From an optimization exercise on the open Yosys and OpenROAD flow, aimed at small area, a short achievable clock period and few clock cycles per item; shortcuts taken in it are not production practice. The RTL was checked by simulation tests, not by an equivalence proof against the original design.

==> flow/design.v <==
module div_control (
    input  logic       clk,
    input  logic       rst_n,
    input  logic       valid_in,
    input  logic       ready_in,
    input  logic       last,      
    input  logic       none,      
    output logic       load,
    output logic       align,
    output logic       step,
    output logic       ready_out,
    output logic       valid_out
);
    localparam logic [1:0] IDLE = 2'd0, ALIGN = 2'd1, ITER = 2'd2, DONE = 2'd3;
    logic [1:0] state, next_state;
    always_ff @(posedge clk or negedge rst_n) begin
        if (!rst_n)
            state <= IDLE;
        else
            state <= next_state;
    end
    assign ready_out = (state == IDLE) || ((state == DONE) && ready_in);
    assign load      = ready_out && valid_in;
    assign align     = (state == ALIGN);
    assign step      = (state == ITER);
    assign valid_out = (state == DONE);
    always_comb begin
        next_state = state;
        case (state)
            IDLE:  if (valid_in) next_state = none ? DONE : ALIGN;
            ALIGN: next_state = ITER;
            ITER:  if (last) next_state = DONE;
            DONE:  if (ready_in) next_state = valid_in ? (none ? DONE : ALIGN) : IDLE;
        endcase
    end
endmodule
module div_datapath #(
    parameter int NW = 8
) (
    input  logic        clk,
    input  logic        load,
    input  logic        align,
    input  logic        step,
    input  logic [31:0] dividend,
    input  logic [31:0] divisor,
    output logic        last,
    output logic        none,
    output logic [31:0] quotient,
    output logic [31:0] remainder
);
    logic [31:0]   d;       
    logic          nar;     
    logic [31:0]   rem;     
    logic [31:0]   dq;      
    logic [4:0]    cnt;     
    function automatic logic [4:0] lead(input logic [31:0] x);
        logic [15:0] v1; logic [15:0]     p1;
        logic [7:0]  v2; logic [7:0][1:0] p2;
        logic [3:0]  v3; logic [3:0][2:0] p3;
        logic [1:0]  v4; logic [1:0][3:0] p4;
        for (int i = 0; i < 16; i++) begin
            v1[i] = x[2*i+1] | x[2*i];
            p1[i] = x[2*i+1];
        end
        for (int i = 0; i < 8; i++) begin
            v2[i] = v1[2*i+1] | v1[2*i];
            p2[i] = v1[2*i+1] ? {1'b1, p1[2*i+1]} : {1'b0, p1[2*i]};
        end
        for (int i = 0; i < 4; i++) begin
            v3[i] = v2[2*i+1] | v2[2*i];
            p3[i] = v2[2*i+1] ? {1'b1, p2[2*i+1]} : {1'b0, p2[2*i]};
        end
        for (int i = 0; i < 2; i++) begin
            v4[i] = v3[2*i+1] | v3[2*i];
            p4[i] = v3[2*i+1] ? {1'b1, p3[2*i+1]} : {1'b0, p3[2*i]};
        end
        lead = v4[1] ? {1'b1, p4[1]} : {1'b0, p4[0]};
    endfunction
    function automatic logic [31:0] smear(input logic [31:0] x);
        logic [31:0] t;
        t = x;
        t = t | (t >> 1);
        t = t | (t >> 2);
        t = t | (t >> 4);
        t = t | (t >> 8);
        t = t | (t >> 16);
        smear = t;
    endfunction
    function automatic logic [4:0] sub5(input logic [4:0] x, input logic [4:0] y);
        logic [4:0] g, p, c;
        g = x & ~y;                  
        p = x ^ ~y;                  
        c[0] = 1'b1;
        c[1] = g[0] | p[0];
        c[2] = g[1] | (p[1] & g[0]) | (p[1] & p[0]);
        c[3] = g[2] | (p[2] & g[1]) | (p[2] & p[1] & g[0]) | (p[2] & p[1] & p[0]);
        c[4] = g[3] | (p[3] & g[2]) | (p[3] & p[2] & g[1]) | (p[3] & p[2] & p[1] & g[0])
             | (p[3] & p[2] & p[1] & p[0]);
        sub5 = p ^ c;
    endfunction
    logic [4:0]  pa, pb, s;
    logic        bz;
    assign pa   = lead(dividend);
    assign pb   = lead(divisor);
    assign bz   = (divisor == 32'd0);
    assign none = bz | (|(divisor & ~smear(dividend)));
    assign s    = sub5(pa, pb);
    logic [4:0]  ss;
    assign ss = nar ? {cnt[4:1], 1'b1} : cnt;
    logic [31:0] rt [0:5];
    assign rt[0] = {rem[0], rem[31:1]};
    for (genvar i = 0; i < 5; i++) begin : g_rt
        assign rt[i+1] = ss[i] ? {rt[i][(1<<i)-1:0], rt[i][31:(1<<i)]} : rt[i];
    end
    logic [31:0] lowmask;
    assign lowmask = 32'h7FFF_FFFF >> ss;
    logic [32:0] rs;
    logic [33:0] diff;
    logic        qbit;
    assign rs   = {rem, dq[31]};
    assign diff = {1'b0, rs} - {2'b0, d};
    assign qbit = ~diff[33];
    logic [NW+1:0] nrs;
    logic [NW+2:0] e1, e2, e3;
    logic [1:0]    nq;
    logic [NW-1:0] nrem;
    logic [NW+1:0] d3;
    assign d3  = {2'b0, d[NW-1:0]} + {1'b0, d[NW-1:0], 1'b0};
    assign nrs = {rem[NW-1:0], dq[31:30]};
    assign e1  = {1'b0, nrs} - {3'b0, d[NW-1:0]};
    assign e2  = {1'b0, nrs} - {2'b0, d[NW-1:0], 1'b0};
    assign e3  = {1'b0, nrs} - {1'b0, d3};
    always_comb begin
        if (!e3[NW+2])      begin nq = 2'd3; nrem = e3[NW-1:0];  end
        else if (!e2[NW+2]) begin nq = 2'd2; nrem = e2[NW-1:0];  end
        else if (!e1[NW+2]) begin nq = 2'd1; nrem = e1[NW-1:0];  end
        else                begin nq = 2'd0; nrem = nrs[NW-1:0]; end
    end
    always_ff @(posedge clk) begin
        if (load) begin
            d   <= divisor;
            nar <= (divisor[31:NW] == '0);
            rem <= dividend;
            dq  <= {32{bz}};
            cnt <= s;
        end else if (align) begin
            rem <= rt[5] & lowmask;
            dq  <= rt[5] & ~lowmask;
            cnt <= nar ? {1'b0, ss[4:1]} : ss;
        end else if (step) begin
            if (nar) begin
                rem[NW-1:0] <= nrem;
                dq          <= {dq[29:0], nq};
            end else begin
                rem <= qbit ? diff[31:0] : rs[31:0];
                dq  <= {dq[30:0], qbit};
            end
            cnt <= cnt - 5'd1;
        end
    end
    assign last      = (cnt == 5'd0);
    assign quotient  = dq;
    assign remainder = rem;
endmodule
module div_iterative (
    input  logic        clk,
    input  logic        rst_n,
    input  logic        valid_in,
    output logic        ready_out,
    input  logic [31:0] dividend,
    input  logic [31:0] divisor,
    output logic        valid_out,
    input  logic        ready_in,
    output logic [31:0] quotient,
    output logic [31:0] remainder
);
    logic load;
    logic align;
    logic step;
    logic last;
    logic none;
    div_control ctrl (
        .clk       (clk),
        .rst_n     (rst_n),
        .valid_in  (valid_in),
        .ready_in  (ready_in),
        .last      (last),
        .none      (none),
        .load      (load),
        .align     (align),
        .step      (step),
        .ready_out (ready_out),
        .valid_out (valid_out)
    );
    div_datapath data (
        .clk       (clk),
        .load      (load),
        .align     (align),
        .step      (step),
        .dividend  (dividend),
        .divisor   (divisor),
        .last      (last),
        .none      (none),
        .quotient  (quotient),
        .remainder (remainder)
    );
endmodule
clock: 4.0 ns
lec_check: 0
cap_margin: 20
core_margin: 2
core_utilization: 40
setup_slack_margin: 0.6
slew_margin: 20
standard.sh (not shown) runs the stock make flow with config.mk's settings and CLKGATE_MAP_FILE= SYNTH_SCRIPT=/design/flow/synth_recipe.tcl, a recipe that flattens the netlist after the stock synthesis.
==> flow/flow/run.sh <==
#!/bin/bash
# The standard layout, with buf_1 cells (not the default delay buffers) as
# the port buffers. Everything else is the standard flow.
set -euo pipefail
export BUFFER_PORTS_ARGS="-buffer_cell sky130_fd_sc_hd__buf_1"
bash standard.sh > standard.log 2>&1
The baseline produced a clean layout.
Testbench counts at the start, summed over its fixed seeds: cycles 16,103, items 3,200.
Then changed:
==> flow/flow/run.sh (replaced) <==
#!/bin/bash
# The standard layout, with buf_2 cells (not the default delay buffers) as
# the port buffers. Everything else is the standard flow.
set -euo pipefail
export BUFFER_PORTS_ARGS="-buffer_cell sky130_fd_sc_hd__buf_2"
bash standard.sh > standard.log 2>&1
- SETUP_SLACK_MARGIN: 0.6 -> unset
What happened:
- The new run completed without violations
- maximum frequency is lower by a little under a tenth
- register-to-register slack is worse by 0.25 ns
- cell count is lower slightly
- global-route usage barely changes
- routed wire length shrinks slightly
Then changed:
==> flow/flow/run.sh (replaced) <==
#!/bin/bash
# The standard layout, with buf_2 cells (not the default delay buffers) as
# the port buffers, and without mapping adders to full/half-adder cells
# before ABC. Everything else is the standard flow.
set -euo pipefail
export BUFFER_PORTS_ARGS="-buffer_cell sky130_fd_sc_hd__buf_2"
export ADDER_MAP_FILE=
bash standard.sh > standard.log 2>&1
- SETUP_SLACK_MARGIN: unset -> 0.6
Outcome: The new run produced a clean layout; routed wire length grows by 11%; synthesized area grows by 6.0%; non-clock buffer count grows by 42; sequential share of layout area shrinks by 2.2 points.

-- port drivers added, routing unchanged --
The flow's constraints put no driver on any port. The routed layouts listed below were extracted and timed again, unchanged, in two steps.
Step 1 (the two cells are an assumption about what drives the block):
set clk [get_ports {clk}]
set_driving_cell -lib_cell sky130_fd_sc_hd__clkbuf_16 $clk
set_driving_cell -lib_cell sky130_fd_sc_hd__buf_2 [delete_from_list [all_inputs] $clk]
Step 2, shift: input delay + t, output delay - t, t = (earliest + latest rising clock arrival at the registers) / 2. This alone moves slack from input paths to output paths.
a / b / c = ideal / step 1 / step 2; a / b = the first two.
run | t, ns | setup WS [ns] | worst register clock-pin slew, ns | cell pins on the clock port's net
the first run | 0.410 | 0.684 / 0.684 / 0.302 | 0.08 / 0.08 | 1
the second run | 0.415 | 0.405 / 0.431 / 0.020 | 0.08 / 0.08 | 1
the third run | 0.420 | 0.663 / 0.663 / 0.410 | 0.08 / 0.08 | 1
After both steps setup and hold are still met in every run listed. For the second run, which loses most, drivers alone change the setup slack by +0.026 ns; drivers and shift together by -0.385 ns.
